This is an optimization exercise on Yosys and OpenROAD, whose aim is small area and a short achievable clock period, not a production implementation. At most, simulation tests tie the RTL to the original design; equivalence was not proved. No activity file was given, so power comes from the tool's default toggle rates.

// fadd_sub
module fadd_sub(
  input  logic        clk_i,
  input  logic [31:0] operand_a,
  input  logic [31:0] operand_b,
  output logic [31:0] result_o
);
For scale: about 950 cells after synthesis, ~58 flip-flops, ~97 I/O pins, ~5600 um2 of cells after synthesis.
==> flow/config.mk <==
export PLATFORM = sky130hd
export DESIGN_NAME = fadd_sub
export DESIGN_NICKNAME = fadd_sub
export VERILOG_FILES = /design/flow/design.v
export SDC_FILE = /design/flow/constraint.sdc
export NUM_CORES = 4
export LEC_CHECK = 0
export ABC_AREA = 1
export CAP_MARGIN = 20
export CORE_MARGIN = 2
export CORE_UTILIZATION = 40
export SLEW_MARGIN = 20
==> flow/constraint.sdc <==
create_clock -name core_clock -period 12.0 [get_ports {clk_i}]
set_input_delay 2.4000 -clock core_clock [delete_from_list [all_inputs] [get_ports {clk_i}]]
set_output_delay 2.4000 -clock core_clock [all_outputs]
set_load 0.01 [all_outputs]
standard.sh (not shown) runs the stock make flow with config.mk's settings and CLKGATE_MAP_FILE= SYNTH_SCRIPT=/design/flow/synth_recipe.tcl, a recipe that flattens the netlist after the stock synthesis.
==> flow/flow/run.sh <==
#!/bin/bash
# Own layout flow: the standard ORFS flow (standard.sh), with these changes:
#  - ports are buffered with sky130_fd_sc_hd__buf_1 (which repair may upsize)
#    instead of the clkdlybuf4s50_1 that buffer_ports picks by default;
#  - repair_timing aims for a setup slack margin of MARGIN ns (flow/margin);
#  - if flow/abc.script exists, synthesis is the standard synthesis script
#    with that ABC script for the combinational mapping (flow/my_synth.tcl);
#    flip-flops are mapped before ABC runs, so registers are unchanged;
#  - any extra ORFS variables listed in flow/env (KEY=VALUE lines).
# Every tool's output goes to the ORFS logs under orfs/logs, and make's own
# output to standard.log in this folder.
set -euo pipefail
MARGIN=$(cat flow/margin 2>/dev/null || echo 5)
export BUFFER_PORTS_ARGS="-buffer_cell sky130_fd_sc_hd__buf_1"
if [[ -f flow/env ]]; then set -a; source flow/env; set +a; fi
EXTRA=()
if [[ -f flow/abc.script ]]; then
  export MY_ABC_SCRIPT="$PWD/flow/abc.script"
  EXTRA+=("SYNTH_SCRIPT=$PWD/flow/my_synth.tcl")
fi
bash standard.sh "${EXTRA[@]}" SETUP_SLACK_MARGIN=$MARGIN finish > standard.log 2>&1
==> flow/flow/abc.script <==
strash
dch
map -B 0.9 -D 4000
topo
stime -c
buffer -c
upsize -c -D 4000
dnsize -c -D 4000
==> flow/flow/env <==
CTS_ARGS="-sink_clustering_enable -repair_clock_nets -dont_use_dummy_load -buf_list sky130_fd_sc_hd__clkbuf_8"
==> flow/flow/margin <==
6.3
==> flow/flow/my_synth.tcl <==
# The standard synthesis script (synth_recipe.tcl), except that Yosys's abc
# step runs the ABC script named by MY_ABC_SCRIPT instead of ORFS's.
proc synth {args} { yosys synth -nofsm -noshare {*}$args }
proc abc {args} {
  set i [lsearch -exact $args -script]
  if {$i >= 0 && [info exists ::env(MY_ABC_SCRIPT)] && $::env(MY_ABC_SCRIPT) ne ""} {
    lset args [expr {$i + 1}] $::env(MY_ABC_SCRIPT)
  }
  yosys abc {*}$args
}
source $::env(SCRIPTS_DIR)/synth.tcl
# left out here: clear keep_hierarchy, flatten, clean up, hide names made inside functions, write 1_2_yosys.v
Change:
--- a/flow/design.v
+++ b/flow/design.v
@@ -102,30 +102,30 @@
   wire fcp17 = fcp12 & fcp11;
   wire fcg18 = fcg14 | (fcp14 & fcg13);
   wire fcp18 = fcp14 & fcp13;
   wire fcg19 = fcg16 | (fcp16 & fcg15);
   wire fcp19 = fcp16 & fcp15;
   wire fcg20 = fcg18 | (fcp18 & fcg17);
   wire fcp20 = fcp18 & fcp17;
   wire fcg21 = fcg19 | (fcp19 & fcg20);
   wire        f_gt = fcg21;    
   wire        a_gt_b = a_exp_gt | (exp_eq & f_gt);
-  wire        zero = (d[7:5] != 3'd0);                      
+  wire [4:0]  ds = d[4:0] | {5{d[7:5] != 3'd0}};    
   wire        sub = sa ^ sb;
   wire [23:0] m_big   = a_gt_b ? ma : mb;
   wire [23:0] m_small = a_gt_b ? mb_s : ma_s;
-  wire [23:0] sh1 = d[0] ? {1'b0, m_small[23:1]} : m_small;
-  wire [23:0] sh2 = d[1] ? {2'b0, sh1[23:2]} : sh1;
-  wire [23:0] sh4 = d[2] ? {4'b0, sh2[23:4]} : sh2;
-  wire [23:0] sh8 = d[3] ? {8'b0, sh4[23:8]} : sh4;
-  wire [23:0] sh16 = d[4] ? {16'b0, sh8[23:16]} : sh8;
-  wire [23:0] y = (zero ? 24'd0 : sh16) ^ {24{sub}};
+  wire [23:0] sh1 = ds[0] ? {1'b0, m_small[23:1]} : m_small;
+  wire [23:0] sh2 = ds[1] ? {2'b0, sh1[23:2]} : sh1;
+  wire [23:0] sh4 = ds[2] ? {4'b0, sh2[23:4]} : sh2;
+  wire [23:0] sh8 = ds[3] ? {8'b0, sh4[23:8]} : sh4;
+  wire [23:0] sh16 = ds[4] ? {16'b0, sh8[23:16]} : sh8;
+  wire [23:0] y = sh16 ^ {24{sub}};
   logic        r_sign, r_sub;
   logic [7:0]  r_exp;
   logic [23:0] r_p, r_g;
   always_ff @(posedge clk_i) begin
     r_sign <= a_gt_b ? sa : sb;
     r_sub  <= sub;
     r_exp  <= a_gt_b ? ea : eb;
     r_p    <= m_big ^ y;
     r_g    <= m_big & y;
   end
Synthesized cell count stays the same.
Via count rises by 5.2%.
Worst setup slack is better by 0.0031 ns.
Die area is about the same.
Utilization rises by 1.6 points.
Total power falls by 10%.
Cell area rises by 3.2%.
Synthesized area is about the same.
Maximum frequency barely changes.
Sequential power falls by about 3%.
Non-clock buffer count rises by 24.
Wire length rises by 5.9%.
No functional check of the RTL was part of any run of this note.

---

Setup of fjord:
fadd_sub, a different RTL version from the one above (not shown whole).
For scale: roughly 920 cells after synthesis, roughly 58 flip-flops, about 97 I/O pins, ~5800 sq um of cells after synthesis.
Settings: LEC_CHECK=0, ABC_AREA=1, CAP_MARGIN=20, CORE_MARGIN=2, CORE_UTILIZATION=40, SLEW_MARGIN=20; clock period 12.0 ns.
Scripts as last shown in full above: flow/flow/run.sh, flow/flow/abc.script, flow/flow/env, flow/flow/margin, flow/flow/my_synth.tcl
## Diff of input files: ember against fjord
--- a/flow/design.v
+++ b/flow/design.v
@@ -55,21 +55,67 @@
   wire        corr = za ^ zb;
   assign d[0] = a_exp_gt ? (xp[0] ^ ~corr) : ~(xp[0] ^ corr);
   assign d[1] = a_exp_gt ? (xp[1] ^ (gE[0] | (pE[0] & ~corr))) : ~(xp[1] ^ (gE[0] | (pE[0] & corr)));
   assign d[2] = a_exp_gt ? (xp[2] ^ (gE[1] | (pE[1] & ~corr))) : ~(xp[2] ^ (gE[1] | (pE[1] & corr)));
   assign d[3] = a_exp_gt ? (xp[3] ^ (gE[2] | (pE[2] & ~corr))) : ~(xp[3] ^ (gE[2] | (pE[2] & corr)));
   assign d[4] = a_exp_gt ? (xp[4] ^ (gE[3] | (pE[3] & ~corr))) : ~(xp[4] ^ (gE[3] | (pE[3] & corr)));
   assign d[5] = a_exp_gt ? (xp[5] ^ (gE[4] | (pE[4] & ~corr))) : ~(xp[5] ^ (gE[4] | (pE[4] & corr)));
   assign d[6] = a_exp_gt ? (xp[6] ^ (gE[5] | (pE[5] & ~corr))) : ~(xp[6] ^ (gE[5] | (pE[5] & corr)));
   assign d[7] = a_exp_gt ? (xp[7] ^ (gE[6] | (pE[6] & ~corr))) : ~(xp[7] ^ (gE[6] | (pE[6] & corr)));
   wire [23:0] ma_s = ma, mb_s = mb;
-  wire        a_gt_b = a_exp_gt | (exp_eq & (operand_a[22:0] > operand_b[22:0]));
+  wire [22:0] cg = operand_a[22:0] & ~operand_b[22:0];
+  wire [22:0] cp = operand_a[22:0] | ~operand_b[22:0];
+  wire fcg0 = cg[1] | (cp[1] & cg[0]);
+  wire fcp0 = cp[1] & cp[0];
+  wire fcg1 = cg[3] | (cp[3] & cg[2]);
+  wire fcp1 = cp[3] & cp[2];
+  wire fcg2 = cg[5] | (cp[5] & cg[4]);
+  wire fcp2 = cp[5] & cp[4];
+  wire fcg3 = cg[7] | (cp[7] & cg[6]);
+  wire fcp3 = cp[7] & cp[6];
+  wire fcg4 = cg[9] | (cp[9] & cg[8]);
+  wire fcp4 = cp[9] & cp[8];
+  wire fcg5 = cg[11] | (cp[11] & cg[10]);
+  wire fcp5 = cp[11] & cp[10];
+  wire fcg6 = cg[13] | (cp[13] & cg[12]);
+  wire fcp6 = cp[13] & cp[12];
+  wire fcg7 = cg[15] | (cp[15] & cg[14]);
+  wire fcp7 = cp[15] & cp[14];
+  wire fcg8 = cg[17] | (cp[17] & cg[16]);
+  wire fcp8 = cp[17] & cp[16];
+  wire fcg9 = cg[19] | (cp[19] & cg[18]);
+  wire fcp9 = cp[19] & cp[18];
+  wire fcg10 = cg[21] | (cp[21] & cg[20]);
+  wire fcp10 = cp[21] & cp[20];
+  wire fcg11 = fcg1 | (fcp1 & fcg0);
+  wire fcp11 = fcp1 & fcp0;
+  wire fcg12 = fcg3 | (fcp3 & fcg2);
+  wire fcp12 = fcp3 & fcp2;
+  wire fcg13 = fcg5 | (fcp5 & fcg4);
+  wire fcp13 = fcp5 & fcp4;
+  wire fcg14 = fcg7 | (fcp7 & fcg6);
+  wire fcp14 = fcp7 & fcp6;
+  wire fcg15 = fcg9 | (fcp9 & fcg8);
+  wire fcp15 = fcp9 & fcp8;
+  wire fcg16 = cg[22] | (cp[22] & fcg10);
+  wire fcp16 = cp[22] & fcp10;
+  wire fcg17 = fcg12 | (fcp12 & fcg11);
+  wire fcp17 = fcp12 & fcp11;
+  wire fcg18 = fcg14 | (fcp14 & fcg13);
+  wire fcp18 = fcp14 & fcp13;
+  wire fcg19 = fcg16 | (fcp16 & fcg15);
+  wire fcp19 = fcp16 & fcp15;
+  wire fcg20 = fcg18 | (fcp18 & fcg17);
+  wire fcp20 = fcp18 & fcp17;
+  wire fcg21 = fcg19 | (fcp19 & fcg20);
+  wire        f_gt = fcg21;    
+  wire        a_gt_b = a_exp_gt | (exp_eq & f_gt);
   wire        zero = (d[7:5] != 3'd0);                      
   wire        sub = sa ^ sb;
   wire [23:0] m_big   = a_gt_b ? ma : mb;
   wire [23:0] m_small = a_gt_b ? mb_s : ma_s;
   wire [23:0] sh1 = d[0] ? {1'b0, m_small[23:1]} : m_small;
   wire [23:0] sh2 = d[1] ? {2'b0, sh1[23:2]} : sh1;
   wire [23:0] sh4 = d[2] ? {4'b0, sh2[23:4]} : sh2;
   wire [23:0] sh8 = d[3] ? {8'b0, sh4[23:8]} : sh4;
   wire [23:0] sh16 = d[4] ? {16'b0, sh8[23:16]} : sh8;
   wire [23:0] y = (zero ? 24'd0 : sh16) ^ {24{sub}};
### Flow results
Lower global-route wire length before repair was reported by fjord, not ember. Per the comparison of ember with fjord, sequential cell fraction of total power decreased 2.7 points; area of the mapped netlist decreased 150 sq um; area enclosed by the die boundary decreased 2.6%; non-clock buffer count increased 27%; pin count of the biggest net entering global routing essentially unchanged. According to the power report, total power for ember is higher than for fjord. Compared with fjord, ember shows chip width lower by 1.6 microns.

---

The RTL this note starts from:
==> flow/design.v <==
module fadd_sub(
  input  logic        clk_i,
  input  logic [31:0] operand_a,
  input  logic [31:0] operand_b,
  output logic [31:0] result_o
);
  wire        sa = operand_a[31], sb = operand_b[31];
  wire [7:0]  fa = operand_a[30:23], fb = operand_b[30:23];
  wire        za = (fa == 8'd0), zb = (fb == 8'd0);    
  wire [7:0]  ea1 = {fa[7:1], fa[0] | za};             
  wire [7:0]  eb1 = {fb[7:1], fb[0] | zb};
  wire [23:0] ma = {~za, operand_a[22:0]};
  wire [23:0] mb = {~zb, operand_b[22:0]};
  wire [7:0]  ea = {fa[7:1], fa[0] | (za & (operand_a[22:0] != 23'd0))};
  wire [7:0]  eb = {fb[7:1], fb[0] | (zb & (operand_b[22:0] != 23'd0))};
  wire [7:0]  xp = fa ^ ~fb;
  wire [7:0]  xg = fa & ~fb;
  wire eg0 = xg[1] | (xp[1] & xg[0]);
  wire ep0 = xp[1] & xp[0];
  wire eg1 = xg[3] | (xp[3] & xg[2]);
  wire ep1 = xp[3] & xp[2];
  wire eg2 = xg[5] | (xp[5] & xg[4]);
  wire ep2 = xp[5] & xp[4];
  wire eg3 = xg[7] | (xp[7] & xg[6]);
  wire ep3 = xp[7] & xp[6];
  wire eg4 = xg[2] | (xp[2] & eg0);
  wire ep4 = xp[2] & ep0;
  wire eg5 = eg1 | (ep1 & eg0);
  wire ep5 = ep1 & ep0;
  wire eg6 = xg[6] | (xp[6] & eg2);
  wire ep6 = xp[6] & ep2;
  wire eg7 = eg3 | (ep3 & eg2);
  wire ep7 = ep3 & ep2;
  wire eg8 = xg[4] | (xp[4] & eg5);
  wire ep8 = xp[4] & ep5;
  wire eg9 = eg2 | (ep2 & eg5);
  wire ep9 = ep2 & ep5;
  wire eg10 = eg6 | (ep6 & eg5);
  wire ep10 = ep6 & ep5;
  wire eg11 = eg7 | (ep7 & eg5);
  wire ep11 = ep7 & ep5;
  wire [7:0]  xG = {eg11, eg10, eg9, eg8, eg5, eg4, eg0, xg[0]};
  wire [7:0]  xP;
  assign xP[0] = xp[0];
  assign xP[1] = xP[0] & xp[1];
  assign xP[2] = xP[1] & xp[2];
  assign xP[3] = xP[2] & xp[3];
  assign xP[4] = xP[3] & xp[4];
  assign xP[5] = xP[4] & xp[5];
  assign xP[6] = xP[5] & xp[6];
  assign xP[7] = xP[6] & xp[7];
  wire        a_exp_gt = xG[7];               
  wire        exp_eq = xP[7];                 
  wire [7:0]  d;                              
  wire        corr = za ^ zb;
  assign d[0] = a_exp_gt ? (xp[0] ^ ~corr) : ~(xp[0] ^ corr);
  assign d[1] = a_exp_gt ? (xp[1] ^ (xG[0] | (xP[0] & ~corr))) : ~(xp[1] ^ (xG[0] | (xP[0] & corr)));
  assign d[2] = a_exp_gt ? (xp[2] ^ (xG[1] | (xP[1] & ~corr))) : ~(xp[2] ^ (xG[1] | (xP[1] & corr)));
  assign d[3] = a_exp_gt ? (xp[3] ^ (xG[2] | (xP[2] & ~corr))) : ~(xp[3] ^ (xG[2] | (xP[2] & corr)));
  assign d[4] = a_exp_gt ? (xp[4] ^ (xG[3] | (xP[3] & ~corr))) : ~(xp[4] ^ (xG[3] | (xP[3] & corr)));
  assign d[5] = a_exp_gt ? (xp[5] ^ (xG[4] | (xP[4] & ~corr))) : ~(xp[5] ^ (xG[4] | (xP[4] & corr)));
  assign d[6] = a_exp_gt ? (xp[6] ^ (xG[5] | (xP[5] & ~corr))) : ~(xp[6] ^ (xG[5] | (xP[5] & corr)));
  assign d[7] = a_exp_gt ? (xp[7] ^ (xG[6] | (xP[6] & ~corr))) : ~(xp[7] ^ (xG[6] | (xP[6] & corr)));
  wire [23:0] ma_s = ma, mb_s = mb;
  wire        a_gt_b = a_exp_gt | (exp_eq & (operand_a[22:0] > operand_b[22:0]));
  wire        zero = (d[7:5] != 3'd0);                      
  wire        sub = sa ^ sb;
  wire [23:0] big   = a_gt_b ? ma : mb;
  wire [23:0] small = a_gt_b ? mb_s : ma_s;
  wire [23:0] sh1 = d[0] ? {1'b0, small[23:1]} : small;
  wire [23:0] sh2 = d[1] ? {2'b0, sh1[23:2]} : sh1;
  wire [23:0] sh4 = d[2] ? {4'b0, sh2[23:4]} : sh2;
  wire [23:0] sh8 = d[3] ? {8'b0, sh4[23:8]} : sh4;
  logic        r_sign, r_sub;
  logic [7:0]  r_exp;
  logic [23:0] r_x, r_y;
  logic [4:4] r_d;
  logic        r_zero;
  always_ff @(posedge clk_i) begin
    r_sign <= a_gt_b ? sa : sb;
    r_sub  <= sub;
    r_exp  <= a_gt_b ? ea : eb;
    r_x    <= big;
    r_y    <= sh8;
    r_d    <= d[4:4];
    r_zero <= zero;
  end
  wire [23:0] r_sh16 = r_d[4] ? {16'b0, r_y[23:16]} : r_y;
  wire [23:0] y = (r_zero ? 24'd0 : r_sh16) ^ {24{r_sub}};
  wire [24:0] p = {r_x ^ y, 1'b0};
  wire [24:0] g = {r_x & y, r_sub};
  wire [24:0] s;    
  wire cg12 = g[1] | (p[1] & g[0]);
  wire cp12 = p[1] & p[0];
  wire cg13 = g[3] | (p[3] & g[2]);
  wire cp13 = p[3] & p[2];
  wire cg14 = g[5] | (p[5] & g[4]);
  wire cp14 = p[5] & p[4];
  wire cg15 = g[7] | (p[7] & g[6]);
  wire cp15 = p[7] & p[6];
  wire cg16 = g[9] | (p[9] & g[8]);
  wire cp16 = p[9] & p[8];
  wire cg17 = g[11] | (p[11] & g[10]);
  wire cp17 = p[11] & p[10];
  wire cg18 = g[13] | (p[13] & g[12]);
  wire cp18 = p[13] & p[12];
  wire cg19 = g[15] | (p[15] & g[14]);
  wire cp19 = p[15] & p[14];
  wire cg20 = g[17] | (p[17] & g[16]);
  wire cp20 = p[17] & p[16];
  wire cg21 = g[19] | (p[19] & g[18]);
  wire cp21 = p[19] & p[18];
  wire cg22 = g[21] | (p[21] & g[20]);
  wire cp22 = p[21] & p[20];
  wire cg23 = g[23] | (p[23] & g[22]);
  wire cp23 = p[23] & p[22];
  wire cg24 = g[2] | (p[2] & cg12);
  wire cp24 = p[2] & cp12;
  wire cg25 = cg13 | (cp13 & cg12);
  wire cp25 = cp13 & cp12;
  wire cg26 = g[6] | (p[6] & cg14);
  wire cp26 = p[6] & cp14;
  wire cg27 = cg15 | (cp15 & cg14);
  wire cp27 = cp15 & cp14;
  wire cg28 = g[10] | (p[10] & cg16);
  wire cp28 = p[10] & cp16;
  wire cg29 = cg17 | (cp17 & cg16);
  wire cp29 = cp17 & cp16;
  wire cg30 = g[14] | (p[14] & cg18);
  wire cp30 = p[14] & cp18;
  wire cg31 = cg19 | (cp19 & cg18);
  wire cp31 = cp19 & cp18;
  wire cg32 = g[18] | (p[18] & cg20);
  wire cp32 = p[18] & cp20;
  wire cg33 = cg21 | (cp21 & cg20);
  wire cp33 = cp21 & cp20;
  wire cg34 = g[22] | (p[22] & cg22);
  wire cp34 = p[22] & cp22;
  wire cg35 = cg23 | (cp23 & cg22);
  wire cp35 = cp23 & cp22;
  wire cg36 = g[4] | (p[4] & cg25);
  wire cp36 = p[4] & cp25;
  wire cg37 = cg14 | (cp14 & cg25);
  wire cp37 = cp14 & cp25;
  wire cg38 = cg26 | (cp26 & cg25);
  wire cp38 = cp26 & cp25;
  wire cg39 = cg27 | (cp27 & cg25);
  wire cp39 = cp27 & cp25;
  wire cg40 = g[12] | (p[12] & cg29);
  wire cp40 = p[12] & cp29;
  wire cg41 = cg18 | (cp18 & cg29);
  wire cp41 = cp18 & cp29;
  wire cg42 = cg30 | (cp30 & cg29);
  wire cp42 = cp30 & cp29;
  wire cg43 = cg31 | (cp31 & cg29);
  wire cp43 = cp31 & cp29;
  wire cg44 = g[20] | (p[20] & cg33);
  wire cp44 = p[20] & cp33;
  wire cg45 = cg22 | (cp22 & cg33);
  wire cp45 = cp22 & cp33;
  wire cg46 = cg34 | (cp34 & cg33);
  wire cp46 = cp34 & cp33;
  wire cg47 = cg35 | (cp35 & cg33);
  wire cp47 = cp35 & cp33;
  wire cg48 = g[8] | (p[8] & cg39);
  wire cp48 = p[8] & cp39;
  wire cg49 = cg16 | (cp16 & cg39);
  wire cp49 = cp16 & cp39;
  wire cg50 = cg28 | (cp28 & cg39);
  wire cp50 = cp28 & cp39;
  wire cg51 = cg29 | (cp29 & cg39);
  wire cp51 = cp29 & cp39;
  wire cg52 = cg40 | (cp40 & cg39);
  wire cp52 = cp40 & cp39;
  wire cg53 = cg41 | (cp41 & cg39);
  wire cp53 = cp41 & cp39;
  wire cg54 = cg42 | (cp42 & cg39);
  wire cp54 = cp42 & cp39;
  wire cg55 = cg43 | (cp43 & cg39);
  wire cp55 = cp43 & cp39;
  wire cg56 = g[24] | (p[24] & cg47);
  wire cp56 = p[24] & cp47;
  wire cg57 = g[16] | (p[16] & cg55);
  wire cp57 = p[16] & cp55;
  wire cg58 = cg20 | (cp20 & cg55);
  wire cp58 = cp20 & cp55;
  wire cg59 = cg32 | (cp32 & cg55);
  wire cp59 = cp32 & cp55;
  wire cg60 = cg33 | (cp33 & cg55);
  wire cp60 = cp33 & cp55;
  wire cg61 = cg44 | (cp44 & cg55);
  wire cp61 = cp44 & cp55;
  wire cg62 = cg45 | (cp45 & cg55);
  wire cp62 = cp45 & cp55;
  wire cg63 = cg46 | (cp46 & cg55);
  wire cp63 = cp46 & cp55;
  wire cg64 = cg47 | (cp47 & cg55);
  wire cp64 = cp47 & cp55;
  wire cg65 = cg56 | (cp56 & cg55);
  wire cp65 = cp56 & cp55;
  assign s[0] = p[1] ^ g[0];
  assign s[1] = p[2] ^ cg12;
  assign s[2] = p[3] ^ cg24;
  assign s[3] = p[4] ^ cg25;
  assign s[4] = p[5] ^ cg36;
  assign s[5] = p[6] ^ cg37;
  assign s[6] = p[7] ^ cg38;
  assign s[7] = p[8] ^ cg39;
  assign s[8] = p[9] ^ cg48;
  assign s[9] = p[10] ^ cg49;
  assign s[10] = p[11] ^ cg50;
  assign s[11] = p[12] ^ cg51;
  assign s[12] = p[13] ^ cg52;
  assign s[13] = p[14] ^ cg53;
  assign s[14] = p[15] ^ cg54;
  assign s[15] = p[16] ^ cg55;
  assign s[16] = p[17] ^ cg57;
  assign s[17] = p[18] ^ cg58;
  assign s[18] = p[19] ^ cg59;
  assign s[19] = p[20] ^ cg60;
  assign s[20] = p[21] ^ cg61;
  assign s[21] = p[22] ^ cg62;
  assign s[22] = p[23] ^ cg63;
  assign s[23] = p[24] ^ cg64;
  assign s[24] = cg65;
  wire        norm = s[24] & ~r_sub;    
  assign result_o = {r_sign,
                     norm ? r_exp + 8'd1 : r_exp,
                     norm ? s[23:1] : s[22:0]};
endmodule
==> flow/config.mk <==
export PLATFORM = sky130hd
export DESIGN_NAME = fadd_sub
export DESIGN_NICKNAME = fadd_sub
export VERILOG_FILES = /design/flow/design.v
export SDC_FILE = /design/flow/constraint.sdc
export NUM_CORES = 4
export LEC_CHECK = 0
export ABC_AREA = 1
export CAP_MARGIN = 20
export CORE_MARGIN = 2
export CORE_UTILIZATION = 40
export SLEW_MARGIN = 20
==> flow/constraint.sdc <==
create_clock -name core_clock -period 12.0 [get_ports {clk_i}]
set_input_delay 2.4000 -clock core_clock [delete_from_list [all_inputs] [get_ports {clk_i}]]
set_output_delay 2.4000 -clock core_clock [all_outputs]
set_load 0.01 [all_outputs]
==> flow/flow/run.sh <==
#!/bin/bash
# Own layout flow: the standard ORFS flow (standard.sh), with two changes:
#  - ports are buffered with sky130_fd_sc_hd__buf_1 (which repair may upsize)
#    instead of the clkdlybuf4s50_1 that buffer_ports picks by default;
#  - repair_timing aims for a setup slack margin of MARGIN ns.
# Every tool's output goes to the ORFS logs under orfs/logs and to standard.log.
set -euo pipefail
MARGIN=$(cat flow/margin 2>/dev/null || echo 5)
export BUFFER_PORTS_ARGS="-buffer_cell sky130_fd_sc_hd__buf_1"
bash standard.sh SETUP_SLACK_MARGIN=$MARGIN finish > standard.log 2>&1
==> flow/flow/margin <==
5
Edit:
--- a/flow/design.v
+++ b/flow/design.v
@@ -72,9 +72,9 @@
   wire [23:0] sh4 = d[2] ? {4'b0, sh2[23:4]} : sh2;
   wire [23:0] sh8 = d[3] ? {8'b0, sh4[23:8]} : sh4;
+  wire [23:0] sh16 = d[4] ? {16'b0, sh8[23:16]} : sh8;
+  wire [23:0] y = (zero ? 24'd0 : sh16) ^ {24{sub}};
   logic        r_sign, r_sub;
   logic [7:0]  r_exp;
   logic [23:0] r_x, r_y;
-  logic [4:4] r_d;
-  logic        r_zero;
   always_ff @(posedge clk_i) begin
     r_sign <= a_gt_b ? sa : sb;
@@ -82,12 +82,8 @@
     r_exp  <= a_gt_b ? ea : eb;
     r_x    <= big;
-    r_y    <= sh8;
-    r_d    <= d[4:4];
-    r_zero <= zero;
+    r_y    <= y;
   end
-  wire [23:0] r_sh16 = r_d[4] ? {16'b0, r_y[23:16]} : r_y;
-  wire [23:0] y = (r_zero ? 24'd0 : r_sh16) ^ {24{r_sub}};
-  wire [24:0] p = {r_x ^ y, 1'b0};
-  wire [24:0] g = {r_x & y, r_sub};
+  wire [24:0] p = {r_x ^ r_y, 1'b0};
+  wire [24:0] g = {r_x & r_y, r_sub};
   wire [24:0] s;    
   wire cg12 = g[1] | (p[1] & g[0]);
Effect: Global-route usage rose by 3.1 points. Area after synthesis hardly moves. Cell area rose by 1.3%. Non-clock buffer count rose by 4. Clock power rose by about 7%. Total power fell by about 2%. Via count rose by about 2%. Flip-flop and latch count fell by 2.
No functional check of the RTL was part of any run of this note.

what the ideal ports hide:
No port has a modelled driver above. Below, the same layouts with a new extraction and two added sets of constraints. Step 1 (the two cells are an assumption about what drives the block):
set clk [get_ports {clk_i}]
set_driving_cell -lib_cell sky130_fd_sc_hd__clkbuf_16 $clk
set_driving_cell -lib_cell sky130_fd_sc_hd__buf_2 [delete_from_list [all_inputs] $clk]
Step 2 moves the port delays by t, midway between the first and last clock arrival at a register: inputs arrive t later, outputs are due t later. That takes back most of the time a late clock gives input paths. Slacks: ideal / step 1 / step 2; pairs: ideal / step 1.
run | t (ns) | setup WS [ns] | worst hold slack (ns) | worst setup path after step 2 | slew at the worst register clock pin (ns)
the first run of note 1 | 0.343 | 6.496 / 6.468 / 6.175 | 2.408 / 2.403 / 2.746 | input to register | 0.06 / 0.06
the second run of note 1 | 0.337 | 6.499 / 6.480 / 6.169 | 2.397 / 2.392 / 2.729 | input to register | 0.05 / 0.05
fjord | 0.347 | 6.525 / 6.492 / 6.265 | 2.365 / 2.354 / 2.701 | input to register | 0.06 / 0.06
ember | 0.364 | 6.381 / 6.348 / 6.228 | 2.310 / 2.296 / 2.660 | input to register | 0.07 / 0.07
the first run of note 3 | 0.347 | 5.724 / 5.691 / 5.723 | 2.385 / 2.378 / 2.725 | input to register | 0.05 / 0.05
the second run of note 3 | 0.354 | 5.598 / 5.608 / 5.253 | 2.380 / 2.368 / 2.723 | input to register | 0.06 / 0.06
After both steps setup and hold are still met in every run listed. For the second run of note 3, which loses most, drivers alone change the setup slack by +0.010 ns; drivers and shift together by -0.345 ns.
